This design comes from an exercise in tuning for small area, a short achievable clock period and few clock cycles on the open sky130 flow, not from production work.
Where RTL was checked, it was by simulation tests only, not by an equivalence proof against the original.
Function not checked in run 1: the RTL went through the layout flow alone.
Power and IR drop assume default switching activity.

==> flow/design.v <==
module fadd_a(input [15:0] a, input [15:0] b, output [45:0] p);
  wire [4:0] ea = a[14:10], eb = b[14:10];
  wire sa = a[15], sb = b[15];
  wire [4:0] d = ea - eb;
  wire swap = (eb > ea);
  wire sub = sa ^ sb;
  wire [4:0] E0 = swap ? eb : ea;
  wire [10:0] ma = {|ea, a[9:0]}, mb = {|eb, b[9:0]};
  wire [10:0] mbig = swap ? mb : ma;
  wire [10:0] msml = swap ? ma : mb;
  wire [25:0] al = {msml, 15'b0} >> d;
  wire spec = (&ea) | (&eb);
  wire sign = spec ? ((&ea) ? sa : sb) : (swap ? sb : sa);
  assign p = {spec, sign, E0, sub, mbig, al, sub & (|al[14:0])};
endmodule
module fadd_b(input [45:0] p, output [23:0] q);
  wire spec = p[45], sign = p[44];
  wire [4:0] E0 = p[43:39];
  wire sub = p[38];
  wire [10:0] mbig = p[37:27];
  wire [25:0] al = p[26:1];
  wire borrow = p[0];
  wire [14:0] x = al[14:0];
  wire [11:0] yv = {sub, al[25:15] ^ {11{sub}}};
  wire [12:0] sum = {1'b0, mbig, 1'b1} + {yv, sub & ~borrow};
  wire [11:0] hi = sum[12:1];
  wire z13 = (x[12:0] == 13'd0);
  wire o13 = (x[12:0] == 13'h1FFF);
  wire c14 = ~x[13] & z13;
  wire s13 = sub ? (~x[13] ^ z13) : x[13];
  wire s14 = sub ? (~x[14] ^ c14) : x[14];
  wire or121 = sub ? ~(z13 | o13) : (|x[12:1]);
  wire and121 = sub ? ((x[12:0] == 13'd1) | (x[12:0] == 13'd2)) : (&x[12:1]);
  assign q = {spec, sign, E0, hi, s14, s13, or121, and121, x[0]};
endmodule
module fadd_c(input [23:0] p, output [15:0] y);
  wire spec = p[23], sign = p[22];
  wire [4:0] E0 = p[21:17];
  wire [13:0] H = p[16:3];      
  wire or121 = p[2], and121 = p[1], s0 = p[0];
  wire [11:0] U = H[13:2];      
  wire s14 = H[1], s13 = H[0];
  wire or13_1 = s13 | or121;
  wire or13_0 = s13 | or121 | s0;
  wire or12_0 = or121 | s0;
  wire all14_0 = s14 & s13 & and121 & s0;
  wire all14_1 = s14 & s13 & and121;
  wire [4:0] Ep1 = E0 + 5'd1, Ep2 = E0 + 5'd2, Ep3 = E0 + 5'd3;
  wire e28 = (E0 >= 5'd28), e29 = (E0 >= 5'd29), e30 = (E0 == 5'd30);
  wire cZ = (U == 12'd0);
  wire cO = U[11];
  wire cN = ~U[11] & U[10];
  wire [9:0] frO = U[10:1];
  wire condO = U[0] & (s14 | or13_1 | U[1]);
  wire cyO = U[0] & all14_1;
  wire all1O = &frO, zeroO = (frO == 10'd0);
  wire [9:0] frOi = frO + 10'd1;
  wire [9:0] frN = U[9:0];
  wire condN = s14 & (or13_0 | U[0]);
  wire cyN = all14_0;
  wire all1N = &frN, zeroN = (frN == 10'd0);
  wire [9:0] frNi = frN + 10'd1;
  reg [3:0] lz;
  always @(*)
    casez (U[9:0])
      10'b1?????????: lz = 4'd1;
      10'b01????????: lz = 4'd2;
      10'b001???????: lz = 4'd3;
      10'b0001??????: lz = 4'd4;
      10'b00001?????: lz = 4'd5;
      10'b000001????: lz = 4'd6;
      10'b0000001???: lz = 4'd7;
      10'b00000001??: lz = 4'd8;
      10'b000000001?: lz = 4'd9;
      default:        lz = 4'd10;
    endcase
  wire [11:0] X = {U[9:0], s14, s13} << (lz - 4'd1);
  wire [9:0] frL = X[10:1];
  wire condL = U[9] & s13 & (or12_0 | s14);
  wire bumpL = condL & (U[8:0] == 9'd0) & ~s14;
  reg [4:0] EL;
  always @(*)
    casez (U[9:0])
      10'b1?????????: EL = bumpL ? E0 : E0 - 5'd1;
      10'b01????????: EL = E0 - 5'd2;
      10'b001???????: EL = E0 - 5'd3;
      10'b0001??????: EL = E0 - 5'd4;
      10'b00001?????: EL = E0 - 5'd5;
      10'b000001????: EL = E0 - 5'd6;
      10'b0000001???: EL = E0 - 5'd7;
      10'b00000001??: EL = E0 - 5'd8;
      10'b000000001?: EL = E0 - 5'd9;
      default:        EL = E0 - 5'd10;
    endcase
  reg [4:0] E; reg [9:0] F; reg ovf;
  always @(*) begin
    if (cZ) begin
      E = all14_0 ? 5'd22 : 5'd0; F = 10'd0; ovf = 1'b0;
    end else if (cO) begin
      if (cyO & all1O) begin E = Ep3; F = 10'd0; ovf = e28; end
      else if (condO & zeroO & ~cyO) begin E = Ep2; F = frO; ovf = e29; end
      else begin E = Ep1; F = cyO ? frOi : frO; ovf = e30; end
    end else if (cN) begin
      if (cyN & all1N) begin E = Ep2; F = 10'd0; ovf = e29; end
      else if (condN & zeroN & ~cyN) begin E = Ep1; F = frN; ovf = e30; end
      else begin E = E0; F = cyN ? frNi : frN; ovf = 1'b0; end
    end else begin
      E = EL; F = frL; ovf = 1'b0;
    end
  end
  assign y = (spec | ovf) ? {sign, 5'b11111, 10'd0} : {sign, E, F};
endmodule
module fmul_a(input [15:0] a, input [15:0] b, output [36:0] p);
  wire [4:0] ea = a[14:10], eb = b[14:10];
  wire zero = (ea == 5'd0 && a[9:0] == 10'd0) || (eb == 5'd0 && b[9:0] == 10'd0);
  wire [10:0] ma = {1'b1, a[9:0]}, mb = {1'b1, b[9:0]};
  wire ga = ea > 5'd15, gb = eb > 5'd15;
  wire [4:0] ea1 = ea - 5'd15, eb1 = eb - 5'd15;
  reg [5:0] s0, s1;
  always @(*) begin
    if (ga & gb) begin
      s0 = {1'b0, ea1} + {1'b0, eb1};
      s1 = {1'b0, ea1} + {1'b0, eb1} + 6'd1;
    end else if (ga) begin
      s0 = {1'b0, ea1} - {1'b0, eb};
      s1 = s0;
    end else if (gb) begin
      s0 = {1'b0, eb1} - {1'b0, ea};
      s1 = s0;
    end else begin
      s0 = 6'b110001;
      s1 = 6'b110001;
    end
  end
  wire [5:0] t0 = s0 + 6'd15, t1 = s1 + 6'd15;
  wire [4:0] x0 = t0[5] ? 5'b11111 : t0[4:0];
  wire [4:0] x1 = t1[5] ? 5'b11111 : t1[4:0];
  wire [21:0] r0  = mb[0]  ? {11'd0, ma}        : 22'd0;
  wire [21:0] r1  = mb[1]  ? {10'd0, ma, 1'd0}  : 22'd0;
  wire [21:0] r2  = mb[2]  ? {9'd0, ma, 2'd0}   : 22'd0;
  wire [21:0] r3  = mb[3]  ? {8'd0, ma, 3'd0}   : 22'd0;
  wire [21:0] r4  = mb[4]  ? {7'd0, ma, 4'd0}   : 22'd0;
  wire [21:0] r5  = mb[5]  ? {6'd0, ma, 5'd0}   : 22'd0;
  wire [21:0] r6  = mb[6]  ? {5'd0, ma, 6'd0}   : 22'd0;
  wire [21:0] r7  = mb[7]  ? {4'd0, ma, 7'd0}   : 22'd0;
  wire [21:0] r8  = mb[8]  ? {3'd0, ma, 8'd0}   : 22'd0;
  wire [21:0] r9  = mb[9]  ? {2'd0, ma, 9'd0}   : 22'd0;
  wire [21:0] r10 =          {1'd0, ma, 10'd0};
  wire [21:0] a0 = ((r0) ^ (r1) ^ (r2)),  a1 = ((((r0) & (r1)) | ((r0) & (r2)) | ((r1) & (r2))) << 1);
  wire [21:0] a2 = ((r3) ^ (r4) ^ (r5)),  a3 = ((((r3) & (r4)) | ((r3) & (r5)) | ((r4) & (r5))) << 1);
  wire [21:0] a4 = ((r6) ^ (r7) ^ (r8)),  a5 = ((((r6) & (r7)) | ((r6) & (r8)) | ((r7) & (r8))) << 1);
  wire [21:0] b0 = ((a0) ^ (a1) ^ (a2)),  b1 = ((((a0) & (a1)) | ((a0) & (a2)) | ((a1) & (a2))) << 1);
  wire [21:0] b2 = ((a3) ^ (a4) ^ (a5)),  b3 = ((((a3) & (a4)) | ((a3) & (a5)) | ((a4) & (a5))) << 1);
  wire [21:0] c0 = ((b0) ^ (b1) ^ (b2)),  c1 = ((((b0) & (b1)) | ((b0) & (b2)) | ((b1) & (b2))) << 1);
  wire [21:0] c2 = ((b3) ^ (r9) ^ (r10)), c3 = ((((b3) & (r9)) | ((b3) & (r10)) | ((r9) & (r10))) << 1);
  wire [21:0] d0 = ((c0) ^ (c1) ^ (c2)),  d1 = ((((c0) & (c1)) | ((c0) & (c2)) | ((c1) & (c2))) << 1);
  wire [21:0] e0 = ((d0) ^ (d1) ^ (c3)),  e1 = ((((d0) & (d1)) | ((d0) & (c3)) | ((d1) & (c3))) << 1);
  wire [10:0] lo = {1'b0, e0[9:0]} + {1'b0, e1[9:0]};
  assign p = {zero, a[15] ^ b[15], x1, x0, lo[10], e0[21:10], e1[21:10]};
endmodule
module fmul_b(input [36:0] p, output [15:0] q);
  wire zero = p[36], sign = p[35];
  wire [4:0] x1 = p[34:30], x0 = p[29:25];
  wire cin = p[24];
  wire [11:0] ph = p[23:12] + p[11:0] + {11'd0, cin};    
  assign q = zero ? 16'd0 : (ph[11] ? {sign, x1, ph[10:1]} : {sign, x0, ph[9:0]});
endmodule
module fmul_c(input [15:0] p, output [15:0] y);
  assign y = p;
endmodule
module ScalarRegFile (clk, rst, ra1, ra2, rd1, rd2,
                      bw_en, bw_hi, bw_dst, bw_data,
                      ww_lo, ww_hi, ww_dst, ww_data, r7_en, r7_data);
  input clk, rst;
  input [2:0] ra1, ra2;
  output [15:0] rd1, rd2;
  input bw_en, bw_hi;
  input [2:0] bw_dst;
  input [7:0] bw_data;
  input ww_lo, ww_hi;
  input [2:0] ww_dst;
  input [15:0] ww_data;
  input r7_en;
  input [15:0] r7_data;
  wire [15:0] wd = rst ? 16'h0000 :
                   (ww_lo | ww_hi) ? ww_data :
                   r7_en ? r7_data : {bw_data, bw_data};
  wire [15:0] regs [0:7];
  assign rd1 = regs[ra1];
  assign rd2 = regs[ra2];
  genvar g;
  generate
    for (g = 0; g < 8; g = g + 1) begin : entry
      reg [15:0] q;
      assign regs[g] = q;
      wire r7 = (g == 7) & r7_en;
      wire en_lo = rst | (ww_lo & (ww_dst == g)) | r7 | (bw_en & ~bw_hi & (bw_dst == g));
      wire en_hi = rst | (ww_hi & (ww_dst == g)) | r7 | (bw_en & bw_hi & (bw_dst == g));
      always @(posedge clk) begin
        if (en_lo) q[7:0] <= wd[7:0];
        if (en_hi) q[15:8] <= wd[15:8];
      end
    end
  endgenerate
endmodule
module VectorRegFile (clk, we_l, wd_l, we_a, wd_a, heads, taps);
  input clk;
  input [7:0] we_l, we_a;
  input [15:0] wd_l, wd_a;
  output [127:0] heads;
  output [127:0] taps;                 
  genvar g;
  generate
    for (g = 0; g < 8; g = g + 1) begin : entry
      reg [255:0] q;
      wire [255:0] rot = {q[15:0], q[255:16]};
      always @(posedge clk)
        q <= {rot[255:240], we_l[g] ? wd_l : rot[239:224], rot[223:192],
              we_a[g] ? wd_a : rot[191:176], rot[175:0]};
      assign heads[16*g +: 16] = q[15:0];
      assign taps[16*g +: 16] = q[143:128];
    end
  endgenerate
endmodule
module CVP14(output [15:0] Addr, output RD, output WR, output V, output [15:0] dataOut,
             input Reset, input Clk1, input [15:0] DataIn);
localparam QD = 4;                   
localparam CK = 3;                   
localparam FQ = 11;                  
localparam MU_IDLE = 2'd0, MU_VLD = 2'd1, MU_VSTW = 2'd2, MU_VSTR = 2'd3;
localparam AU_VADD = 2'd0, AU_VDOT = 2'd1, AU_SMUL = 2'd2;
function ok_add;
  input [15:0] x;
  ok_add = (x[14:0] == 15'd0) | (x[14:10] >= 5'd10 && x[14:10] <= 5'd27);
endfunction
function [4:0] emax;
  input [4:0] m;
  input [15:0] x;
  emax = (x[14:10] > m) ? x[14:10] : m;
endfunction
function ok_mul;
  input [4:0] ea, eb;
  ok_mul = (ea != 5'd31) & (eb != 5'd31) & ({1'b0, ea} + {1'b0, eb} <= 6'd44);
endfunction
reg rst;
always @(posedge Clk1) rst <= Reset;
reg [3:0] ph;                        
reg [7:0] zf;                        
reg [7:0] sa;                        
reg [4:0] mx [0:7];                  
reg [15:0] addr_q, dout_q;
reg rd_q, wr_q, v_q, vflag;
reg [15:0] q [0:QD-1];
reg [QD:0] qs;                       
reg [15:0] ir_pc, fpc;               
reg f_act;                           
wire [15:0] ir = q[0];
wire ir_v = ~qs[0];
reg [1:0] mu_st;
reg [3:0] mu_cnt;
reg [15:0] base;
reg [2:0] mu_reg;
reg mu_tap;                          
reg ld_now, ld_last;                 
reg l_oka;
reg [4:0] l_mx;
reg [15:0] ld1;
reg ld1_v, ld_first, ld1_first, ld1_last;
reg [2:0] ld1_r;
reg sl_v, sl_wlo, sl_whi;
reg sl_known, sl_safe_q, sl_fp_q;    
reg [4:0] sl_bnd_q;                  
reg [4:0] sl_mxa_q, sl_mxb_q;        
reg sl_b1, sl_bv;
reg [15:0] sl_pc;
reg [1:0] sl_op;
reg [2:0] sl_ra, sl_rb, sl_rd;
reg [15:0] sl_sc;
reg rd_busy, rd_act, vdot_wait, rd_us;
reg rd_tap;                          
reg [1:0] rd_op;
reg [2:0] rd_ra, rd_rb, rd_rd;
reg [3:0] rd_cnt;
reg [4:1] sv, sfirst, slast, sus;
reg [1:0] sop [1:4];
reg [2:0] srd [1:4];
reg [15:0] x1, y1;
reg [45:0] fa_p;
reg [23:0] fb_p;
reg [36:0] ma_p;
reg [15:0] mb_p;
reg [15:0] wres;
reg a_oka;
reg [4:0] a_mx;
reg ldf_v, ldf_oka;                  
reg [2:0] ldf_r;
reg [4:0] ldf_mx;
reg f5_v, f5_oka;                    
reg [2:0] f5_rd;
reg [4:0] f5_mx;
reg us_busy, us_fin, us_vdot, ovf;
reg [15:0] fq [0:FQ-1];
reg [3:0] fq_wp, fq_rp, fq_cnt;
reg [15:0] np;                       
reg np_v;
reg [15:0] acc;
reg [4:0] acc_k;
reg [1:0] acc_st;                    
reg vd_pend, vd_wlo, vd_whi, vd_wr;
reg [2:0] vd_rd;
reg nx_v, nx_wlo, nx_whi;             
reg [2:0] nx_rd;
reg [45:0] ca_p;
reg [23:0] cb_p;
integer k;
wire [3:0] op = ir[15:12];
wire is_vadd = (op == 4'd0);
wire is_vdot = (op == 4'd1);
wire is_smul = (op == 4'd2);
wire is_sst  = (op == 4'd3);
wire is_vld  = (op == 4'd4);
wire is_vst  = (op == 4'd5);
wire is_sll  = (op == 4'd6);
wire is_slh  = (op == 4'd7);
wire is_j    = (op == 4'd8);
wire is_au = is_vadd | is_vdot | is_smul;
wire is_mu = is_sst | is_vld | is_vst;
wire [2:0] f_d = ir[11:9], f_a = ir[8:6], f_b = ir[5:3];
wire [15:0] rx, ry;
wire [127:0] heads, taps;
wire redirect = us_fin & ovf & ~vd_wr;
wire blocking_us = us_busy & ~(us_fin & ~ovf);        
wire s4_vec = sv[4] & (sop[4] != AU_VDOT);
function pend_w;
  input [2:0] r;
  pend_w = rd_busy & (rd_op != AU_VDOT) & (rd_rd == r);
endfunction
function au_wpend;
  input [2:0] r;
  au_wpend = (rd_busy & (rd_op != AU_VDOT) & (rd_rd == r)) |
             (sv[1] & (sop[1] != AU_VDOT) & (srd[1] == r)) |
             (sv[2] & (sop[2] != AU_VDOT) & (srd[2] == r)) |
             (sv[3] & (sop[3] != AU_VDOT) & (srd[3] == r)) |
             (s4_vec & (srd[4] == r)) | (f5_v & (f5_rd == r));
endfunction
function sl_w;
  input [2:0] r;
  sl_w = sl_v & (sl_op != AU_VDOT) & (sl_rd == r);
endfunction
function sl_r;
  input [2:0] r;
  sl_r = sl_v & ((sl_ra == r) | ((sl_op != AU_SMUL) & (sl_rb == r)));
endfunction
function flags_pend;
  input [2:0] r;
  flags_pend = au_wpend(r) | (vld_act & (mu_reg == r)) | (ld1_v & (ld1_r == r)) | (ldf_v & (ldf_r == r));
endfunction
function pend_s;
  input [2:0] r;
  pend_s = (vd_pend & (vd_wlo | vd_whi) & (vd_rd == r)) |
           (nx_v & (nx_wlo | nx_whi) & (nx_rd == r)) |
           (sl_v & (sl_op == AU_VDOT) & (sl_wlo | sl_whi) & (sl_rd == r));
endfunction
wire mu_free = (mu_st == MU_IDLE);
wire vld_act = (mu_st == MU_VLD) | ld_now;            
wire sl_haz = (vld_act & (mu_reg == sl_ra | (mu_reg == sl_rb & (sl_op != AU_SMUL)))) |
              (((mu_st == MU_VSTW) | ((mu_st == MU_VSTR) & mu_tap)) & (mu_reg == sl_rd) & (sl_op != AU_VDOT));
wire wait_rd_d = (vdot_wait | (rd_busy & rd_tap)) & (rd_ra == f_d | rd_rb == f_d);
wire sl_safe = (sl_op == AU_VADD) ? (sa[sl_ra] & sa[sl_rb]) :
               (sl_op == AU_VDOT) ? ok_mul(mx[sl_ra], mx[sl_rb]) :
                                    ok_mul(mx[sl_ra], sl_sc[14:10]);
wire [4:0] sl_mxa = sl_mxa_q;
wire [4:0] sl_mxb = sl_mxb_q;
wire [4:0] sl_mxab = (sl_mxa > sl_mxb) ? sl_mxa : sl_mxb;
wire [5:0] sl_sum = {1'b0, sl_mxa} + {1'b0, sl_mxb};
wire [5:0] sl_add3 = {1'b0, sl_mxab} + 6'd3;
wire [5:0] sl_m14 = sl_sum - 6'd14;
wire [4:0] sl_bound = (sl_mxab == 5'd31) ? 5'd31 :
                      (sl_op == AU_VADD) ? ((sl_add3 >= 6'd31) ? 5'd31 : sl_add3[4:0]) :
                      (sl_sum < 6'd14 || sl_m14 <= {1'b0, sl_mxab}) ? sl_mxab :
                      (sl_m14 >= 6'd31) ? 5'd31 : sl_m14[4:0];
wire sl_fp = flags_pend(sl_ra) | ((sl_op != AU_SMUL) & flags_pend(sl_rb));
wire sl_ok = sl_known & sl_safe_q;
wire blocking = blocking_us | (sl_v & ~sl_ok);
wire vd_chain = vd_pend & ~nx_v & ~vd_wr & (acc_k >= 5'd16 - CK) & sl_safe_q;
wire sl_start = sl_v & sl_known & ~rd_busy & ~sl_haz & ((sl_op != AU_VDOT) | ~vd_pend | vd_chain) & (sl_safe_q | ~sl_fp_q);
reg issue_ok;
always @(*) begin
  if (is_au)       issue_ok = ~sl_v & (~is_smul | ~pend_s(f_b));
  else if (is_vld) issue_ok = mu_free & ~pend_s(f_a) & ~pend_w(f_d) & ~wait_rd_d & ~sl_r(f_d) & ~sl_w(f_d);
  else if (is_vst) issue_ok = mu_free & ~ld_now & ~pend_s(f_a) & ~pend_w(f_d) & ~sl_w(f_d);
  else if (is_sst) issue_ok = mu_free & ~pend_s(f_a) & ~pend_s(f_d);
  else if (is_sll | is_slh) issue_ok = ~vd_wr;       
  else issue_ok = 1'b1;
end
wire issue = ir_v & ~blocking & ~redirect & issue_ok;
wire au_issue = issue & is_au;
wire mu_issue = issue & is_mu;
wire sll_vd = issue & is_sll & vd_pend & (vd_rd == f_d);
wire slh_vd = issue & is_slh & vd_pend & (vd_rd == f_d);
wire sll_nx = issue & is_sll & nx_v & (nx_rd == f_d);
wire slh_nx = issue & is_slh & nx_v & (nx_rd == f_d);
wire sll_sl = issue & is_sll & sl_v & (sl_op == AU_VDOT) & (sl_rd == f_d);
wire slh_sl = issue & is_slh & sl_v & (sl_op == AU_VDOT) & (sl_rd == f_d);
wire r7_en = redirect & ~(us_vdot & vd_rd == 3'd7);
wire r7_vd = r7_en & vd_pend & (vd_rd == 3'd7);
wire r7_nx = r7_en & nx_v & (nx_rd == 3'd7);
ScalarRegFile srf(.clk(Clk1), .rst(rst),
                  .ra1(f_a), .ra2(is_smul ? f_b : f_d), .rd1(rx), .rd2(ry),
                  .bw_en(issue & (is_sll | is_slh)), .bw_hi(is_slh), .bw_dst(f_d), .bw_data(ir[7:0]),
                  .ww_lo(vd_wr & vd_wlo & ~sll_vd & ~r7_vd), .ww_hi(vd_wr & vd_whi & ~slh_vd & ~r7_vd),
                  .ww_dst(vd_rd), .ww_data(acc),
                  .r7_en(r7_en), .r7_data(sl_pc));    
wire [7:0] we_l = ld1_v ? (8'd1 << ld1_r) : 8'd0;
wire [7:0] we_a = s4_vec ? (8'd1 << srd[4]) : 8'd0;
VectorRegFile vrf(.clk(Clk1), .we_l(we_l), .wd_l(ld1), .we_a(we_a), .wd_a(wres), .heads(heads), .taps(taps));
wire [2:0] sel_a = rd_busy ? rd_ra : sl_ra;
wire [2:0] sel_b = rd_busy ? rd_rb : sl_rb;
wire [2:0] sel_c = mu_free ? f_d : mu_reg;
wire tap_now;
wire [15:0] va = zf[sel_a] ? 16'd0 : (tap_now ? taps[16*sel_a +: 16] : heads[16*sel_a +: 16]);
wire [15:0] vb = zf[sel_b] ? 16'd0 : (tap_now ? taps[16*sel_b +: 16] : heads[16*sel_b +: 16]);
wire c_tap = (mu_st == MU_VSTR) ? mu_tap : ph[3];
wire [15:0] vc = zf[sel_c] ? 16'd0 : (c_tap ? taps[16*sel_c +: 16] : heads[16*sel_c +: 16]);
wire [1:0] i_op = is_vadd ? AU_VADD : (is_vdot ? AU_VDOT : AU_SMUL);
wire sl_vdot = (sl_op == AU_VDOT);
wire first_read = (sl_start & (~sl_vdot | ph[2:0] == 3'd0)) | (vdot_wait & ph[2:0] == 3'd0);
wire read_now = first_read | rd_act;
wire read_last = rd_act & (rd_cnt == 4'd15);
wire [1:0] cur_op = sl_start ? sl_op : rd_op;
wire [2:0] cur_rd = sl_start ? sl_rd : rd_rd;
assign tap_now = rd_act ? rd_tap : (ph[3] & (vdot_wait | sl_vdot));
wire [45:0] fa_pn;
wire [23:0] fb_pn;
wire [36:0] ma_pn;
wire [15:0] mb_pn;
wire [15:0] fc_y, mc_y;
fadd_a ua1(.a(x1), .b(y1), .p(fa_pn));
fadd_b ua2(.p(fa_p), .q(fb_pn));
fadd_c ua3(.p(fb_p), .y(fc_y));
fmul_a um1(.a(x1), .b(y1), .p(ma_pn));
fmul_b um2(.p(ma_p), .q(mb_pn));
fmul_c um3(.p(mb_p), .y(mc_y));
always @(posedge Clk1) begin
  if (rst) begin
    rd_busy <= 1'b0; rd_act <= 1'b0; vdot_wait <= 1'b0; sl_v <= 1'b0; rd_tap <= 1'b0;
    sv <= 4'd0;
    us_busy <= 1'b0; us_fin <= 1'b0; ovf <= 1'b0;
  end else begin
    if (us_fin & ~(ovf & vd_wr)) begin us_fin <= 1'b0; us_busy <= 1'b0; end
    else if (sv[4] & slast[4] & sus[4]) us_fin <= 1'b1;
    if (sl_start) sl_v <= 1'b0;
    sl_known <= sl_v & ~sl_start;
    sl_b1 <= sl_v & ~sl_start;
    sl_bv <= sl_b1 & sl_v & ~sl_start;
    if (sll_sl) sl_wlo <= 1'b0;
    if (slh_sl) sl_whi <= 1'b0;
    if (au_issue) sl_v <= 1'b1;
    if (~sl_v & ~blocking_us) begin
      sl_op <= i_op; sl_ra <= f_a; sl_rb <= f_b; sl_rd <= f_d; sl_sc <= ry; sl_pc <= ir_pc;
      sl_wlo <= 1'b1; sl_whi <= 1'b1;
    end
    if (sl_start) begin
      rd_busy <= 1'b1;
      rd_op <= sl_op; rd_ra <= sl_ra; rd_rb <= sl_rb; rd_rd <= sl_rd; rd_us <= ~sl_safe_q;
      if (~sl_safe_q) begin
        us_busy <= 1'b1; us_vdot <= sl_vdot; ovf <= 1'b0;
      end
      vdot_wait <= sl_vdot & (ph[2:0] != 3'd0);
    end
    if (vdot_wait & ph[2:0] == 3'd0) vdot_wait <= 1'b0;
    if (first_read) begin rd_act <= 1'b1; rd_cnt <= 4'd1; rd_tap <= ph[3] & (cur_op == AU_VDOT); end
    else if (rd_act) begin rd_cnt <= rd_cnt + 4'd1; if (rd_cnt == 4'd15) rd_act <= 1'b0; end
    if (read_last) rd_busy <= 1'b0;
    sv <= {sv[3:1], read_now};
    if (sv[4] & (wres == 16'h7C00)) ovf <= 1'b1;
  end
end
always @(posedge Clk1) begin
  x1 <= va;
  if (read_now) begin
    if (cur_op != AU_SMUL) y1 <= vb;
    else if (sl_start) y1 <= sl_sc;
  end
  sl_safe_q <= sl_safe;
  sl_mxa_q <= mx[sl_ra];
  sl_mxb_q <= (sl_op == AU_SMUL) ? sl_sc[14:10] : mx[sl_rb];
  sl_bnd_q <= sl_bound;
  sl_fp_q <= sl_fp;
  sfirst <= {sfirst[3:1], first_read};
  slast <= {slast[3:1], read_last};
  sus <= {sus[3:1], sl_start ? ~sl_safe_q : rd_us};
  sop[1] <= cur_op; sop[2] <= sop[1]; sop[3] <= sop[2]; sop[4] <= sop[3];
  srd[1] <= cur_rd; srd[2] <= srd[1]; srd[3] <= srd[2]; srd[4] <= srd[3];
  fa_p <= fa_pn;
  fb_p <= fb_pn;
  ma_p <= ma_pn;
  mb_p <= mb_pn;
  wres <= (sop[3] == AU_VADD) ? fc_y : mc_y;
  if (s4_vec) begin
    a_oka <= (a_oka | sfirst[4]) & ok_add(wres);
    a_mx <= emax(sfirst[4] ? 5'd0 : a_mx, wres);
  end
end
wire push = sv[4] & (sop[4] == AU_VDOT);
wire fq_has = (fq_cnt != 4'd0);
wire step = vd_pend & np_v & (acc_st == 2'd0) & (acc_k != 5'd16);
wire np_load_q = step & fq_has;                        
wire np_load_p = push & (step ? ~fq_has : ~np_v);       
wire fq_push = push & ~np_load_p;
wire [45:0] ca_pn;
wire [23:0] cb_pn;
wire [15:0] cc_y;
fadd_a uc1(.a(acc), .b(np), .p(ca_pn));
fadd_b uc2(.p(ca_p), .q(cb_pn));
fadd_c uc3(.p(cb_p), .y(cc_y));
always @(posedge Clk1) begin
  if (rst) begin
    vd_pend <= 1'b0; acc_st <= 2'd0; vd_wr <= 1'b0; np_v <= 1'b0; nx_v <= 1'b0;
  end else begin
    if (sll_vd | r7_vd) vd_wlo <= 1'b0;
    if (slh_vd | r7_vd) vd_whi <= 1'b0;
    if (sll_nx | r7_nx) nx_wlo <= 1'b0;
    if (slh_nx | r7_nx) nx_whi <= 1'b0;
    if (sl_start & sl_vdot & vd_pend) begin
      nx_v <= 1'b1; nx_rd <= sl_rd; nx_wlo <= sl_wlo & ~sll_sl; nx_whi <= sl_whi & ~slh_sl;
    end
    if (vd_wr & nx_v) begin
      nx_v <= 1'b0; vd_rd <= nx_rd; vd_wlo <= nx_wlo & ~sll_nx & ~r7_nx; vd_whi <= nx_whi & ~slh_nx & ~r7_nx;
    end
    if (sl_start & sl_vdot & ~vd_pend) begin
      vd_pend <= 1'b1; vd_rd <= sl_rd; vd_wlo <= sl_wlo & ~sll_sl; vd_whi <= sl_whi & ~slh_sl;
      acc_k <= 5'd0; fq_cnt <= 4'd0; fq_wp <= 4'd0; fq_rp <= 4'd0; np_v <= 1'b0;
    end else begin
      if (fq_push) fq_wp <= (fq_wp == FQ - 1) ? 4'd0 : fq_wp + 4'd1;
      if (np_load_q) fq_rp <= (fq_rp == FQ - 1) ? 4'd0 : fq_rp + 4'd1;
      fq_cnt <= fq_cnt + {3'd0, fq_push} - {3'd0, np_load_q};
      if (step) acc_k <= acc_k + 5'd1;
      else if (vd_wr) acc_k <= 5'd0;
      if (np_load_q | np_load_p) np_v <= 1'b1;
      else if (step) np_v <= 1'b0;
    end
    acc_st <= {acc_st[0], step & (acc_k != 5'd0)};
    vd_wr <= acc_st[1] & (acc_k == 5'd16);
    if (vd_wr & ~nx_v) vd_pend <= 1'b0;
  end
end
always @(posedge Clk1) begin
  if (fq_push) fq[fq_wp] <= wres;
  if (np_load_q) np <= fq[fq_rp];
  else if (np_load_p) np <= wres;
  ca_p <= ca_pn;
  cb_p <= cb_pn;
  if (step & (acc_k == 5'd0)) acc <= np;
  else if (acc_st[1]) acc <= cc_y;
end
wire [3:0] eoff0 = is_vld ? ph + 4'd1 : 4'd0;
wire [6:0] soff = {ir[5], ir[5:0]} + {3'd0, eoff0};
wire [7:0] an_lo = {1'b0, rx[6:0]} + {1'b0, soff};
wire [8:0] an_hm = rx[15:7] - 9'd1, an_hp = rx[15:7] + 9'd1;
wire [8:0] an_hi = soff[6] ? (an_lo[7] ? rx[15:7] : an_hm) : (an_lo[7] ? an_hp : rx[15:7]);
wire [15:0] addr_now = {an_hi, an_lo[6:0]};
wire [15:0] base_now = rx + {{10{ir[5]}}, ir[5:0]};
reg c_port, c_rd, c_wr, c_ld, c_ld_last;
reg [3:0] c_eoff, c_cnt;
reg [1:0] c_st;
always @(*) begin
  c_port = 1'b0; c_rd = 1'b0; c_wr = 1'b0; c_ld = 1'b0; c_ld_last = 1'b0;
  c_eoff = 4'd0; c_st = mu_st; c_cnt = mu_cnt;
  case (mu_st)
    MU_VLD: begin
      c_port = 1'b1; c_rd = 1'b1; c_ld = 1'b1; c_eoff = ph + 4'd1;
      c_cnt = mu_cnt + 4'd1;
      if (mu_cnt == 4'd15) begin c_st = MU_IDLE; c_ld_last = 1'b1; end
    end
    MU_VSTW:
      if (ph[2:0] == 3'd0) begin
        c_port = 1'b1; c_wr = 1'b1; c_st = MU_VSTR;
      end
    MU_VSTR: begin
      c_port = 1'b1; c_wr = 1'b1; c_eoff = {ph[3] ^ mu_tap, ph[2:0]};
      if (ph[2:0] == 3'd7 && (ph[3] ^ mu_tap)) c_st = MU_IDLE;
    end
    default: ;
  endcase
end
wire [15:0] c_addr = base + {12'd0, c_eoff};
wire i_port = is_vld | is_sst | (is_vst & (ph[2:0] == 3'd0));
wire [1:0] i_st = is_vld ? MU_VLD : (is_vst ? ((ph[2:0] == 3'd0) ? MU_VSTR : MU_VSTW) : MU_IDLE);
wire n_mu_port = mu_issue ? i_port : c_port;
wire n_mu_rd = mu_issue ? is_vld : c_rd;
wire n_mu_wr = mu_issue ? (is_sst | is_vst) : c_wr;
wire n_ld = mu_issue ? is_vld : c_ld;
wire n_ld_last = ~mu_issue & c_ld_last;
wire [1:0] n_mu_st = mu_issue ? i_st : c_st;
wire [3:0] n_mu_cnt = mu_issue ? 4'd1 : c_cnt;
wire [15:0] n_dout = (mu_issue & is_sst) ? ry : vc;
wire [15:0] n_mu_addr = mu_issue ? addr_now : c_addr;
wire flush = redirect | (issue & is_j);
wire [15:0] jt = ir_pc + {{4{ir[11]}}, ir[11:0]};
wire [15:0] jt1 = ir_pc + {{4{ir[11]}}, ir[11:0]} + 16'd1;
wire [15:0] target = redirect ? 16'hFFF0 : jt;
wire [15:0] target1 = redirect ? 16'hFFF1 : jt1;
wire [15:0] fpc_inc = fpc + 16'd1;
wire arrive = f_act & ~flush;
wire [QD:0] qs_a = arrive ? {qs[QD-1:0], 1'b0} : qs;           
wire [QD:0] qs_b = arrive ? qs : {1'b0, qs[QD:1]};             
wire [QD:0] n_qs = flush ? {{QD{1'b0}}, 1'b1} : (issue ? qs_b : qs_a);
wire room_a = ~qs_a[QD];
wire f_if_issue = ~c_port & ~(is_mu & i_port);        
wire f_no_issue = ~c_port & (redirect | room_a);
wire n_f_act = issue ? f_if_issue : f_no_issue;
wire [15:0] fetch_addr = flush ? target : fpc;
wire n_vflag = redirect | (vflag & ~issue);
always @(posedge Clk1) begin
  if (rst) begin
    ph <= 4'd0;
    zf <= 8'hFF; sa <= 8'hFF;
    for (k = 0; k < 8; k = k + 1) begin mx[k] <= 5'd0; end
    ldf_v <= 1'b0;
    qs <= {{QD{1'b0}}, 1'b1}; ir_pc <= 16'd0; fpc <= 16'd1; f_act <= 1'b1;
    addr_q <= 16'd0; rd_q <= 1'b1; wr_q <= 1'b0; v_q <= 1'b0; vflag <= 1'b0;
    mu_st <= MU_IDLE; ld_now <= 1'b0; ld_last <= 1'b0; ld1_v <= 1'b0; ld1_last <= 1'b0;
    f5_v <= 1'b0;
  end else begin
    ph <= ph + 4'd1;
    qs <= n_qs;
    ir_pc <= flush ? target : (issue ? ir_pc + 16'd1 : ir_pc);
    fpc <= flush ? (n_f_act ? target1 : target) : (n_f_act ? fpc_inc : fpc);
    f_act <= n_f_act;
    addr_q <= n_mu_port ? n_mu_addr : fetch_addr;
    rd_q <= n_mu_port ? n_mu_rd : n_f_act;
    wr_q <= n_mu_port & n_mu_wr;
    vflag <= n_vflag;
    v_q <= n_vflag & ~n_mu_port & n_f_act;    
    mu_st <= n_mu_st;
    ld_now <= n_ld; ld_last <= n_ld_last;
    ld1_v <= ld_now; ld1_last <= ld_last;
    if (ld1_v) begin
      l_oka <= (l_oka | ld1_first) & ok_add(ld1);
      l_mx <= emax(ld1_first ? 5'd0 : l_mx, ld1);
    end
    if (ld_last) zf[mu_reg] <= 1'b0;
    ldf_v <= ld1_last & ~au_wpend(ld1_r) & ~sl_w(ld1_r);
    if (ldf_v & ~au_wpend(ldf_r) & ~sl_w(ldf_r)) begin
      sa[ldf_r] <= ldf_oka;
      mx[ldf_r] <= ldf_mx;
    end
    f5_v <= s4_vec & slast[4];
    if (f5_v & ~((rd_busy & (rd_op != AU_VDOT) & (rd_rd == f5_rd)) |
                 (sv[1] & (sop[1] != AU_VDOT) & (srd[1] == f5_rd)) |
                 (sv[2] & (sop[2] != AU_VDOT) & (srd[2] == f5_rd)) |
                 (sv[3] & (sop[3] != AU_VDOT) & (srd[3] == f5_rd)) |
                 (s4_vec & (srd[4] == f5_rd)) |
                 (vld_act & (mu_reg == f5_rd)) | (ld1_v & (ld1_r == f5_rd)) | sl_w(f5_rd))) begin
      sa[f5_rd] <= f5_oka;
      mx[f5_rd] <= f5_mx;
    end
    if (read_last & (rd_op != AU_VDOT)) zf[rd_rd] <= 1'b0;
    if (mu_issue & is_vld) begin
      sa[f_d] <= 1'b0; mx[f_d] <= 5'd31;
    end
    if (sl_start & ~sl_vdot) begin
      sa[sl_rd] <= 1'b0; mx[sl_rd] <= (sl_safe_q & sl_bv) ? sl_bnd_q : 5'd31;
    end
  end
end
wire [QD-1:0] at_a = arrive ? qs[QD-1:0] : {QD{1'b0}};
wire [QD-1:0] at_b = arrive ? qs[QD:1] : {QD{1'b0}};
always @(posedge Clk1) begin
  for (k = 0; k < QD; k = k + 1)
    if (issue ? at_b[k] : at_a[k]) q[k] <= DataIn;
    else if (issue && k < QD - 1) q[k] <= q[k + 1];
end
always @(posedge Clk1) begin
  if (mu_free) begin base <= base_now; mu_reg <= f_d; end
  if (mu_st != MU_VSTR) mu_tap <= ph[3];
  mu_cnt <= n_mu_cnt;
  ld1_r <= mu_reg;
  ld_first <= mu_issue & is_vld;
  ld1_first <= ld_first;
  ldf_r <= ld1_r;
  ldf_oka <= (l_oka | ld1_first) & ok_add(ld1);
  ldf_mx <= emax(ld1_first ? 5'd0 : l_mx, ld1);
  f5_rd <= srd[4];
  f5_oka <= (a_oka | sfirst[4]) & ok_add(wres);
  f5_mx <= emax(sfirst[4] ? 5'd0 : a_mx, wres);
  dout_q <= n_dout;
  ld1 <= DataIn;
end
assign Addr = addr_q;
assign RD = rd_q;
assign WR = wr_q;
assign V = v_q;
assign dataOut = dout_q;
endmodule
==> flow/flow/run.sh <==
#!/bin/bash
# Layout flow: the standard flow (standard.sh, all steps), except that
# - the buffers buffer_ports puts on every input and output port are
#   sky130_fd_sc_hd__buf_4 cells instead of the resizer's default choice;
# - after the resizer step of placement, outflops.tcl moves the buffer of
#   each output port that a flip-flop drives next to that flip-flop
#   (detailed placement then legalizes both), so the buffer, not the
#   flip-flop, drives the long wire to the edge of the die.
# - repair_timing (after placement, CTS and global routing) works to a setup
#   slack margin of 15 ns: at the design's 20 ns clock every path has far
#   more slack than that needs, so without the margin repair_timing leaves
#   the paths that set the period achieved as they are.
# - CTS puts buffers on the clock tree's wires every 150 um (CTS_BUF_DISTANCE).
# The make output goes to standard.log; ORFS keeps each step's log under orfs/logs.
set -e
export BUFFER_PORTS_ARGS="-buffer_cell sky130_fd_sc_hd__buf_4"
export POST_RESIZE_TCL="$PWD/flow/outflops.tcl"
export SETUP_SLACK_MARGIN=15
export CTS_BUF_DISTANCE=150
bash standard.sh > standard.log 2>&1
==> flow/flow/outflops.tcl <==
# Move the buffer of every output port that a flip-flop drives (and
# nothing else) onto that flip-flop's location; detailed placement
# legalizes them.
set block [ord::get_db_block]
set moved 0
foreach bterm [$block getBTerms] {
  if { [$bterm getIoType] != "OUTPUT" } { continue }
  set net [$bterm getNet]
  set drv {}
  foreach it [$net getITerms] { if { [$it isOutputSignal] } { lappend drv $it } }
  if { [llength $drv] != 1 } { puts "outflops: [$bterm getName] has no single driver"; continue }
  set buf [[lindex $drv 0] getInst]
  set bin {}
  foreach it [$buf getITerms] { if { [$it isInputSignal] } { lappend bin $it } }
  if { [llength $bin] != 1 } { puts "outflops: [$buf getName] is not a buffer"; continue }
  set inet [[lindex $bin 0] getNet]
  if { [llength [$inet getITerms]] != 2 || [llength [$inet getBTerms]] != 0 } {
    puts "outflops: [$bterm getName]: the buffer's input net has other loads"; continue
  }
  set ff {}
  foreach it [$inet getITerms] { if { [$it isOutputSignal] } { set ff [$it getInst] } }
  if { $ff == {} } { continue }
  set m [[$ff getMaster] getName]
  if { ![string match "*dfxtp*" $m] } { puts "outflops: [$ff getName] is $m, skipped"; continue }
  set loc [$ff getLocation]
  $buf setLocation [lindex $loc 0] [lindex $loc 1]
  incr moved
}
puts "outflops: moved $moved output buffers next to their flip-flops"
==> flow/standard.sh <==
#!/bin/bash
# synth_recipe.tcl (not shown) runs the flow's synth.tcl, then flattens the netlist and writes it again
# the make line also repeats each setting of config.mk as NAME=value (left out here)
make -C /OpenROAD-flow-scripts/flow DESIGN_CONFIG=/design/flow/config.mk WORK_HOME=/design/flow/orfs CLKGATE_MAP_FILE= SYNTH_SCRIPT=/design/flow/synth_recipe.tcl "${@:-finish}"
==> flow/config.mk <==
export PLATFORM = sky130hd
export DESIGN_NAME = CVP14
export DESIGN_NICKNAME = CVP14
export VERILOG_FILES = /design/flow/design.v
export SDC_FILE = /design/flow/constraint.sdc
export NUM_CORES = 8
export LEC_CHECK = 0
export ABC_AREA = 1
export CAP_MARGIN = 50
export CORE_MARGIN = 2
export CORE_UTILIZATION = 55
export CTS_CLUSTER_DIAMETER = 120
export CTS_CLUSTER_SIZE = 24
export PLACE_DENSITY = 0.75
export SLEW_MARGIN = 50
==> flow/constraint.sdc <==
create_clock -name core_clock -period 20.0 [get_ports {Clk1}]
set_input_delay 4.0000 -clock core_clock [delete_from_list [all_inputs] [get_ports {Clk1}]]
set_output_delay 4.0000 -clock core_clock [all_outputs]
set_load 0.01 [all_outputs]
==> results_dict.tcl, run 1 <==
set metrics [dict create \
    yosys.area.top_type "dfxtp_1" \
    largest_reg_flops 2048 \
    p_int_mw 10.5 \
    cts_tree "built" \
    num_io_pins 53 \
    tns_ps 0 \
    area_delta_synth_final_pct 7.27 \
    fin_hold_ws_ps 261 \
    ys.flop_type "dfxtp_1" \
    numCtsBuffers 150 \
    port_buffers 52 \
    r2r_cells 19 \
    wl_met1_um 130000 \
    yosys.cell_types.count 78 \
    post_dp_cell_area_sq_um 113000 \
    root_buffer "clkbuf_16" \
    swShare_pct 39.8 \
    cp-start-kind "register" \
    wl_per_cell_um 22.3 \
    whs_path_depth 0 \
    slowest_delay_ps 350 \
    synth_cells 11000 \
    cp-startpoint "dout_q[12]" \
    clkTransAtPathRegs_ps 90 \
    synth_edf_count 576 \
    final_area_sq_um 117000 \
    placed_cells 13400 \
    core.rowCount 163 \
    period_needed_ps 5290 \
    dieArea_sq_um 202000 \
    layout-drive-gt1-share_pct 5.86 \
    cp_max_fo 1 \
    worstPathCellList "buf_6" \
    endpoint_kind "output port" \
    drt-initial-drc-count 9780 \
    grt_pass1_vias 74700 \
    power_density_nw_per_um2 150 \
    top_regs "vrf.entry.q (2048), fq (176), srf.entry.q (128)" \
    hold_end "vrf.entry[5].q[74]" \
    final_cell_mix "dfxtp_1, nand2_1, o21ai_0, inv_1, nor2_1" \
    wl_met2_um 131000 \
    p_leak_nw 47.8 \
    crit_buf_inv 1 \
    drv_cap 0 \
    die_w_um 450 \
    post-route-period-util_pct 26.4 \
    worst-r2r-setup-slack_ps 15340 \
    grt_pass1_wl_um 455000 \
    irDropWorstVdd_mv 0.0969 \
    fin_ws_ps 14720 \
    drc 0 \
    setup_violations 0 \
    coreArea_sq_um 197000 \
    nets 11300 \
    worstSkewPairLatency_ps 810 \
    worst_slew_pin_slew_ps 856 \
    synth_nets 11400 \
    timing.rr.start "q[0][7]" \
    yosysSeqAreaShare_pct 61.6 \
    async_flop_share_pct 0 \
    power_frac_clock_pct 19.0 \
    finalHoldViolations 0 \
    path_depth 1 \
    r2r-end "addr_q[7]" \
    clock.fmax_mhz 189 \
    min-delay-start "vrf.entry[5].q[90]" \
    synth_warnings 8 \
    cts.sinks 3073 \
    grt_max_degree 165 \
    hp-class "register to register" \
    p_seq_share_pct 44.2 \
    drt-total-wl_um 305000 \
    grt_usage_pct 29.2 \
    ys_ff_latch 3073 \
    topRoutingLayerUsed "met5" \
    p_sw_mw 6.98 \
    synth_area_leaders "dfxtp_1, edfxtp_1, nand2_1" \
    place.gp.congestion 0.967 \
    status "complete, no violations" \
    final_util_pct 59.4 \
    drtAntennaViolNets 0 \
    top_register "vrf.entry.q" \
    die_h_um 450 \
    cp.arrival_ps 1280 \
    cts_max_level 4 \
    worstPathRequired_ps 16000 \
    crit_family "flip-flops" \
    clock_path_buffers 4 \
    post-place-ws_ps 15110 \
    via_per_inst 5.72 \
    power.total_mw 17.5 \
    maxSlewHeadroom_pct 42.9 \
    drtPass1Iterations 9 \
    dp_hpwl_um 210000 \
    slew_violations 0 \
    fin_cells 13700 \
    gr-total-overflow 0 \
    comb_power_share_pct 36.8 \
    rsz0062_at_grt "yes" \
    critical_path_class "register to output port" \
    syn_avg_cell_area_sq_um 9.90 \
    syn-cell-area_sq_um 109000 \
    wl_met3_um 29500 \
    initial_core_util_pct 55.4 \
    critPathSlowestCell "dfxtp_2" \
    final_common_cell "dfxtp_1" \
    antenna_found_initial 13 \
    vias 78200 \
    synth_top_area_share_pct 45.8 \
    clock_skew_ps 79.4 \
]
==> Yosys cell counts, types with 36 or more instances <==
master / n
dfxtp_1: 2497
nand2_1: 1851
o21ai_0: 1236
inv_1: 1110
nor2_1: 680
edfxtp_1: 576
a21oi_1: 479
nand3_1: 348
clkbuf_1: 317
ha_1: 267
xor2_1: 208
o211ai_1: 166
nor3_1: 116
fa_1: 106
xnor2_1: 104
nand4_1: 103
o22ai_1: 95
buf_2: 68
a31oi_1: 67
a22oi_1: 41
inv_2: 40
a221oi_1: 38
a211oi_1: 36
==> cell type report <==
cell class              count  area, sq um
repair buffers            202         1720
diodes                      5         12.5
fillers                 16300        80100
clock inverters            13          216
clock buffers             207         4010
multi-input cells        6355        36100
flip-flops and latches   3073        67400
inverters                1164         4380
well taps                2640         3300
==> worst max-delay path by stage <==
| stage | end | slack, ps |
|---|---|---|
| global placement | addr_q[7] | 15210 |
| detailed placement | addr_q[7] | 15110 |
| CTS | dataOut[12] | 14690 |
| global route | dataOut[12] | 14690 |
| finish | dataOut[12] | 14720 |
| floorplan | q[0][0] | 15620 |
==> per-layer routing <==
metal / track usage [%] / up-vias
met5: 0 / -
met4: 13.1 / 6
met3: 5.42 / 741
met2: 43.9 / 3902
met1: 41.2 / 37100
li1: - / 36400
==> logic make-up (layout without fill, tap and decap cells) <==
kind of cell,Yosys count,after routing,synth area share (%)
and+or+nand+nor,3238,3238,12.4
AOI/OAI and AO/OA,2418,2418,12.7
muxes,13,13,0.123
other,0,5,0
adders and majority gates,373,373,5.00
xor gates and xnor gates,313,313,2.52
buffers and inverters,1603,1586,5.69
DFF,3073,3073,61.6
==> power by group through the flow <==
| stage | registers, mW | logic [mW] | clock network [mW] |
|---|---|---|---|
| 3_5_place_dp | 7.86 | 6.23 | 0 |
| 5_1_grt | 7.79 | 7.05 | 3.58 |
| 6_report | 7.74 | 6.45 | 3.32 |
| 2_1_floorplan | 7.50 | 4.25 | 0 |
| 4_1_cts | 7.73 | 6.28 | 3.37 |
| 3_3_place_gp | 7.85 | 6.05 | 0 |
==> repair_timing <==
item | in CTS | in global routing
pin swaps | 0 | 0
hold buffers | 0 | 0
gates resized for setup | 60 | 12
setup endpoints to repair | 35 | 51
buffers inserted | 0 | 3
cloned | 0 | 0
endpoints found under the hold margin | 0 | 0
==> run 2: changes to the inputs <==
--- a/flow/design.v
+++ b/flow/design.v
@@ -46,19 +46,14 @@
   wire all14_0 = s14 & s13 & and121 & s0;
   wire all14_1 = s14 & s13 & and121;
-  wire [4:0] Ep1 = E0 + 5'd1, Ep2 = E0 + 5'd2, Ep3 = E0 + 5'd3;
-  wire e28 = (E0 >= 5'd28), e29 = (E0 >= 5'd29), e30 = (E0 == 5'd30);
   wire cZ = (U == 12'd0);
   wire cO = U[11];
-  wire cN = ~U[11] & U[10];
-  wire [9:0] frO = U[10:1];
-  wire condO = U[0] & (s14 | or13_1 | U[1]);
-  wire cyO = U[0] & all14_1;
-  wire all1O = &frO, zeroO = (frO == 10'd0);
-  wire [9:0] frOi = frO + 10'd1;
-  wire [9:0] frN = U[9:0];
-  wire condN = s14 & (or13_0 | U[0]);
-  wire cyN = all14_0;
-  wire all1N = &frN, zeroN = (frN == 10'd0);
-  wire [9:0] frNi = frN + 10'd1;
+  wire [9:0] fr = cO ? U[10:1] : U[9:0];
+  wire cond = cO ? (U[0] & (s14 | or13_1 | U[1])) : (s14 & (or13_0 | U[0]));
+  wire cy = cO ? (U[0] & all14_1) : all14_0;
+  wire all1 = &fr, zero = (fr == 10'd0);
+  wire [9:0] fri = fr + 10'd1;
+  wire [1:0] inc = (cy & all1) ? 2'd2 : ((cond & zero & ~cy) ? 2'd1 : 2'd0);
+  wire [5:0] Eon = {1'b0, E0} + {5'd0, cO} + {4'd0, inc};
+  wire [9:0] Fon = (cy & all1) ? 10'd0 : (cy ? fri : fr);
   reg [3:0] lz;
   always @(*)
@@ -79,30 +74,11 @@
   wire condL = U[9] & s13 & (or12_0 | s14);
   wire bumpL = condL & (U[8:0] == 9'd0) & ~s14;
-  reg [4:0] EL;
-  always @(*)
-    casez (U[9:0])
-      10'b1?????????: EL = bumpL ? E0 : E0 - 5'd1;
-      10'b01????????: EL = E0 - 5'd2;
-      10'b001???????: EL = E0 - 5'd3;
-      10'b0001??????: EL = E0 - 5'd4;
-      10'b00001?????: EL = E0 - 5'd5;
-      10'b000001????: EL = E0 - 5'd6;
-      10'b0000001???: EL = E0 - 5'd7;
-      10'b00000001??: EL = E0 - 5'd8;
-      10'b000000001?: EL = E0 - 5'd9;
-      default:        EL = E0 - 5'd10;
-    endcase
+  wire [4:0] EL = E0 - {1'b0, lz} + {4'd0, bumpL};
   reg [4:0] E; reg [9:0] F; reg ovf;
   always @(*) begin
     if (cZ) begin
       E = all14_0 ? 5'd22 : 5'd0; F = 10'd0; ovf = 1'b0;
-    end else if (cO) begin
-      if (cyO & all1O) begin E = Ep3; F = 10'd0; ovf = e28; end
-      else if (condO & zeroO & ~cyO) begin E = Ep2; F = frO; ovf = e29; end
-      else begin E = Ep1; F = cyO ? frOi : frO; ovf = e30; end
-    end else if (cN) begin
-      if (cyN & all1N) begin E = Ep2; F = 10'd0; ovf = e29; end
-      else if (condN & zeroN & ~cyN) begin E = Ep1; F = frN; ovf = e30; end
-      else begin E = E0; F = cyN ? frNi : frN; ovf = 1'b0; end
+    end else if (cO | U[10]) begin
+      E = Eon[4:0]; F = Fon; ovf = (Eon >= 6'd31);
     end else begin
       E = EL; F = frL; ovf = 1'b0;
==> run 2 against run 1 <==
Against the previous run: global-route usage is 0.38 points higher; die area is 1.3% lower; largest power group unchanged; largest cell class unchanged; register-to-register slack worse by 100 ps; via count is 1.7% lower; synthesized cell count is 2.1% lower; area after synthesis is 1.3% lower; critical endpoint is now dataOut[7]; utilization is 0.086 points higher; cell count is 1.9% lower; combinational power is 0.6% lower.
==> results_dict.tcl, run 2 <==
set metrics [dict create \
    die_h_um 447 \
    gr-total-overflow 0 \
    top_regs "vrf.entry.q (2048), fq (176), srf.entry.q (128)" \
    setup_violations 0 \
    whs_path_depth 0 \
    irDropWorstVdd_mv 0.108 \
    clock.fmax_mhz 189 \
    swShare_pct 39.8 \
    clock_skew_ps 79.0 \
    endpoint_kind "output port" \
    cp-start-kind "register" \
    finalHoldViolations 0 \
    nets 11100 \
    final_common_cell "dfxtp_1" \
    power_frac_clock_pct 19.1 \
    synth_nets 11200 \
    final_util_pct 59.5 \
    synthTopCellsByCount "dfxtp_1, nand2_1, o21ai_0" \
    grt_pass1_wl_um 447000 \
    dieArea_sq_um 199000 \
    area_delta_synth_final_pct 7.51 \
    crit_family "flip-flops" \
    numCtsBuffers 151 \
    p_sw_mw 6.96 \
    drt-initial-drc-count 9768 \
    hp-class "register to register" \
    path_depth 1 \
    async_flop_share_pct 0 \
    drv_cap 0 \
    wl_met1_um 125000 \
    synth_mux_area_share_pct 0.135 \
    maxSlewHeadroom_pct 42.4 \
    synth_most_common_cell "dfxtp_1" \
    synthAdderAreaFrac_pct 4.87 \
    dp_hpwl_um 209000 \
    core.rowCount 162 \
    post-route-period-util_pct 26.4 \
    worstSkewPairLatency_ps 810 \
    syn_avg_cell_area_sq_um 9.97 \
    topRoutingLayerUsed "met5" \
    drt-total-wl_um 303000 \
    wl_met2_um 132000 \
    wl_per_cell_um 22.6 \
    grt_pass1_vias 73000 \
    worstPathCellList "buf_6" \
    synth_warnings 8 \
    synth_cells 10800 \
    placed_cells 13200 \
    grt_usage_pct 29.6 \
    seq_area_sq_um 67400 \
    cts.sinks 3073 \
    synth_top_family_by_area "compound AO/OA/AOI/OAI gates" \
    root_buffer "clkbuf_16" \
    cp.arrival_ps 1280 \
    critPathSlowestCell "dfxtp_2" \
    initial_core_util_pct 55.3 \
    p_leak_nw 47.5 \
    cts_tree "built" \
    ys.flop_type "dfxtp_1" \
    synth_area_leaders "dfxtp_1, edfxtp_1, nand2_1" \
    fin_cells 13400 \
    yosysSeqAreaShare_pct 62.4 \
    rsz0062_at_grt "yes" \
    clock_path_buffers 4 \
    synth_edf_count 576 \
    final_cell_mix "dfxtp_1, nand2_1, o21ai_0, inv_1, nor2_1" \
    coreArea_sq_um 195000 \
    post_dp_cell_area_sq_um 111000 \
    drtAntennaViolNets 0 \
    critical_path_class "register to output port" \
    port_buffers 52 \
    slew_violations 0 \
    comb_power_share_pct 36.7 \
    synth_top_area_share_pct 46.4 \
    cp_max_fo 1 \
    top_register "vrf.entry.q" \
    antenna_found_initial 18 \
    multiInputGateArea_sq_um 34700 \
    synth-xor-area-share_pct 2.24 \
    p_seq_share_pct 44.2 \
    grt_max_degree 96 \
    syn-cell-area_sq_um 108000 \
    crit_buf_inv 1 \
    wl_met3_um 28900 \
    final_area_sq_um 116000 \
    num_io_pins 53 \
    yosys.cell_types.count 80 \
    holdBufCountCts 0 \
    vias 76800 \
    nFillCells 15700 \
    drtPass1Iterations 9 \
    power_density_nw_per_um2 151 \
    drc 0 \
    place.gp.congestion 1.02 \
    via_per_inst 5.73 \
    period_needed_ps 5280 \
    die_w_um 447 \
    yosys.area.top_type "dfxtp_1" \
    status "complete, no violations" \
    largest_reg_flops 2048 \
    synth-compound-area-share_pct 12.6 \
    synthSimpleGateAreaFrac_pct 11.8 \
    r2r_cells 16 \
    ys_ff_latch 3073 \
    worstPathRequired_ps 16000 \
    worst_slew_pin_slew_ps 859 \
    clkTransAtPathRegs_ps 100 \
    cts_max_level 4 \
    power.total_mw 17.5 \
    p_int_mw 10.5 \
    tns_ps 0 \
    slowest_delay_ps 340 \
    layout-drive-gt1-share_pct 6.11 \
]
## run 2: stage by stage
stage / worst slack, ps / hold slack, ps
6_report: 14720 / 273
5_1_grt: 14690 / 274
4_1_cts: 14710 / 273
3_5_place_dp: 15010 / 312
3_3_place_gp: 14880 / 309
2_1_floorplan: 15620 / 310
## run 2: cells by family (layout without fill, tap and decap cells)
group	Yosys count	in the layout
simple gates	3062	3062
other cells	0	6
mux	14	14
xor+xnor	276	276
buf+inv	1624	1595
compound gates	2399	2399
flops	3073	3073
fa+ha+maj	355	355
## run 2: worst paths after layout
kind	from	endpoint	slack [ps]
setup / recovery	dout_q[7]	dataOut[7]	14720
hold reg to reg	ca_p[42]	cb_p[20]	270
setup reg to reg	q[0][6]	base[15]	15240
hold / removal	ca_p[42]	cb_p[20]	270
## run 2: layout make-up
cell class	count	area share, %
Clock inverter	10	0.135
Timing Repair Buffer	206	1.55
Inverter	1180	3.84
Tap cell	2624	2.83
Antenna cell	6	0.0130
Multi-Input combinational cell	6106	30.0
Clock buffer	199	3.50
Sequential cell	3073	58.1
## run 2: timing repair
action / in CTS / in global routing
buffers inserted: 0 / 7
gates resized for setup: 59 / 12
endpoints found under the setup margin: 35 / 38
## run 2: power by group through the flow
stage	Clock [mW]	Sequential [mW]	Combinational [mW]
finish	3.35	7.72	6.41
global route	3.59	7.77	6.97
CTS	3.38	7.72	6.18
global placement	0	7.84	5.94
floorplan	0	7.49	4.17
detailed placement	0	7.85	6.13
## run 2: metal layers
| layer | global-route usage (%) | up-vias |
|---|---|---|
| met2 | 45.5 | 3952 |
| met5 | 0 | - |
| li1 | - | 35500 |
| met1 | 40.2 | 36500 |
| met4 | 14.9 | 2 |
| met3 | 5.57 | 807 |
Testbench counts of run 2, summed over its fixed seeds: cycles 77,442.
==> run 3: changes to the inputs <==
--- a/flow/config.mk
+++ b/flow/config.mk
@@ -9,5 +9,6 @@
 export CAP_MARGIN = 50
 export CORE_MARGIN = 2
-export CORE_UTILIZATION = 55
+export CORE_UTILIZATION = 50
+export CTS_BUF_LIST = sky130_fd_sc_hd__clkbuf_8 sky130_fd_sc_hd__clkbuf_16
 export CTS_CLUSTER_DIAMETER = 120
 export CTS_CLUSTER_SIZE = 24
==> run 3 against run 2 <==
Against the previous run: still clean; synthesized cell count did not move; routed wire length rose by 2.5%; cell count rose by 1.7%; via count fell by 0.52%; power rose by 1.2%; sequential share of layout area fell by 0.24 points; worst hold slack improved by 22 ps; sequential power fell by 0.6%; critical path type unchanged; critical endpoint is now dataOut[10]; largest cell class unchanged; largest power group unchanged; highest routed layer unchanged.
==> results_dict.tcl, run 3 <==
set metrics [dict create \
    status "complete, no violations" \
    cts.sinks 3073 \
    syn_avg_cell_area_sq_um 9.97 \
    syn-cell-area_sq_um 108000 \
    port_buffers 52 \
    clock.fmax_mhz 190 \
    synth_cells 10800 \
    die_h_um 468 \
    root_buffer "clkbuf_16" \
    worstPathRequired_ps 16000 \
    final_util_pct 54.2 \
    async_flop_share_pct 0 \
    grt_pass1_vias 72700 \
    cp.arrival_ps 1270 \
    numCtsBuffers 151 \
    nFillCells 18300 \
    setup_violations 0 \
    critPathSlowestCell "dfxtp_2" \
    die_w_um 468 \
    worst-r2r-setup-slack_ps 15290 \
    p_leak_nw 47.7 \
    dp_hpwl_um 216000 \
    crit_buf_inv 1 \
    drtAntennaViolNets 0 \
    yosys.cell_types.count 80 \
    top_regs "vrf.entry.q (2048), fq (176), srf.entry.q (128)" \
    core.rowCount 170 \
    gr-total-overflow 0 \
    drt-total-wl_um 311000 \
    ys_ff_latch 3073 \
    drc 0 \
    vias 76400 \
    yosys.area.top_type "dfxtp_1" \
    yosysSeqAreaShare_pct 62.4 \
    maxSlewHeadroom_pct 46.2 \
    power_density_nw_per_um2 152 \
    synthTopCellsByCount "dfxtp_1, nand2_1, o21ai_0" \
    cp_max_fo 1 \
    dieArea_sq_um 219000 \
    slew_violations 0 \
    place.gp.congestion 1.00 \
    grt_max_degree 90 \
    clock_skew_ps 64.4 \
    initial_core_util_pct 50.3 \
    synth_most_common_cell "dfxtp_1" \
    period_needed_ps 5270 \
    crit_family "flip-flops" \
    synth_edf_count 576 \
    top_register "vrf.entry.q" \
    grt_pass1_wl_um 457000 \
    holdBufCountCts 0 \
    drtPass1Iterations 9 \
    synth_top_area_share_pct 46.4 \
    via_per_inst 5.61 \
    antenna_found_initial 21 \
    cts_tree "built" \
    grt_usage_pct 27.6 \
    endpoint_kind "output port" \
    whs_path_depth 0 \
    cts_max_level 4 \
    worst_slew_pin_slew_ps 806 \
    min-delay-start "vrf.entry[3].q[106]" \
    ys.flop_type "dfxtp_1" \
    coreArea_sq_um 214000 \
    hold_end "vrf.entry[3].q[90]" \
    wl_per_cell_um 22.8 \
    post-route-period-util_pct 26.3 \
    worstSkewPairLatency_ps 810 \
    finalHoldViolations 0 \
    clock_path_buffers 4 \
    slowest_delay_ps 330 \
    area_delta_synth_final_pct 7.94 \
    synth_area_leaders "dfxtp_1, edfxtp_1, nand2_1" \
    clkTransAtPathRegs_ps 100 \
    cp-start-kind "register" \
    r2r-end "base[15]" \
    hp-class "register to register" \
    synth_warnings 8 \
    final_common_cell "dfxtp_1" \
    final_cell_mix "dfxtp_1, nand2_1, o21ai_0, inv_1, nor2_1" \
    num_io_pins 53 \
    largest_reg_flops 2048 \
    tns_ps 0 \
    timing.rr.start "q[0][6]" \
    drt-initial-drc-count 8549 \
    synth_nets 11200 \
    critical_path_class "register to output port" \
    r2r_cells 17 \
    rsz0062_at_grt "yes" \
    layout-drive-gt1-share_pct 6.23 \
    irDropWorstVdd_mv 0.109 \
    worstPathCellList "buf_6" \
    drv_cap 0 \
    nets 11100 \
]
run 3: cell counts after synthesis:
Identical to the previous run, type by type.
run 3: worst register-to-register path, delay by kind of cell (launching register included):
family | cells | cell delay [ps]
buffers and inverters | 2 | 410
flip-flops | 1 | 370
XOR/XNOR | 1 | 70
AO/OA/AOI/OAI | 10 | 2640
AND/OR/NAND/NOR | 3 | 650
adder cells (fa/ha/maj) | 1 | 350
run 3: per-layer routing:
metal	global-route usage [%]	vias up	routed length, um
met5	0	-	127
met4	12.9	16	17000
met3	4.88	761	27600
met2	43.0	3629	137000
met1	37.4	36500	129000
li1	-	35600	-
run 3: where the power goes:
part / switching (mW) / total [mW] / internal (mW)
clock: 1.92 / 3.32 / 1.40
combinational: 4.71 / 6.70 / 1.98
sequential: 0.559 / 7.67 / 7.12
total: 7.19 / 17.7 / 10.5
run 3: area by class of cell:
cell class | instances | area (sq um) | share of cell area (%)
inverter | 1180 | 4450 | 3.83
timing repair buffer | 211 | 1880 | 1.61
tap | 2838 | 3550 | 3.05
antenna | 12 | 30.0 | 0.0258
clock inverter | 57 | 407 | 0.350
clock buffer | 152 | 3800 | 3.27
multi-input combinational | 6106 | 34800 | 30.0
sequential | 3073 | 67400 | 57.9
run 3: how the worst max path moves through the flow:
stage	depth (start not counted)	end	startpoint	slack [ps]
final	1	dataOut[10]	dout_q[10]	14730
after detailed placement	12	y1[14]	sl_op[1]	15070
after CTS	1	dataOut[10]	dout_q[10]	14690
after global routing	1	dataOut[10]	dout_q[10]	14700
after global placement	11	y1[2]	sl_rd[1]	14830
after floorplan	2	q[0][0]	DataIn[0]	15620
run 3: logic make-up after synthesis:
kind of cell | Yosys count | share of synthesized area [%]
flops | 3073 | 62.4
fa+ha+maj | 355 | 4.87
compound gates | 2399 | 12.6
simple gates | 3062 | 11.8
xor+xnor | 276 | 2.24
buf+inv | 1624 | 5.86
mux | 14 | 0.135
run 3: per-stage QoR:
stage	instance area [sq um]	setup slack, ps	instances	hold slack, ps	power [mW]
2_1_floorplan	108000	15620	10800	310	11.7
3_3_place_gp	111000	14830	13400	310	14.0
3_5_place_dp	112000	15070	13400	312	14.2
4_1_cts	116000	14690	13600	297	17.5
5_1_grt	116000	14700	13600	301	18.6
6_report	116000	14730	13600	295	17.7
run 3: repair_timing:
action                     in CTS  in global routing
resized for setup              59                 13
setup endpoints to repair      35                 41
hold endpoints to repair        0                  0
setup buffers                   0                  4

static timing again, ports no longer ideal:
The results above use ideal ports. As a check the final layouts listed here were re-extracted and re-timed, cells and wires unchanged.
Step 1 (the two cells are an assumption about what drives the block):
set clk [get_ports {Clk1}]
set_driving_cell -lib_cell sky130_fd_sc_hd__clkbuf_16 $clk
set_driving_cell -lib_cell sky130_fd_sc_hd__buf_2 [delete_from_list [all_inputs] $clk]
Step 2, shift: input delay + t, output delay - t, t = (earliest + latest rising clock arrival at the registers) / 2. This alone moves slack from input paths to output paths.
a / b / c = ideal ports / drivers / drivers and shift; a / b = the first two.
| run | shift t [ns] | setup WS [ns] | worst setup path after step 2 |
|---|---|---|---|
| run 1 | 0.855 | 14.715 / 14.630 / 15.263 | input to register |
| run 2 | 0.869 | 14.719 / 14.621 / 15.236 | register to register |
| run 3 | 0.879 | 14.730 / 14.628 / 15.286 | register to register |
After both steps setup and hold are still met in every run listed.
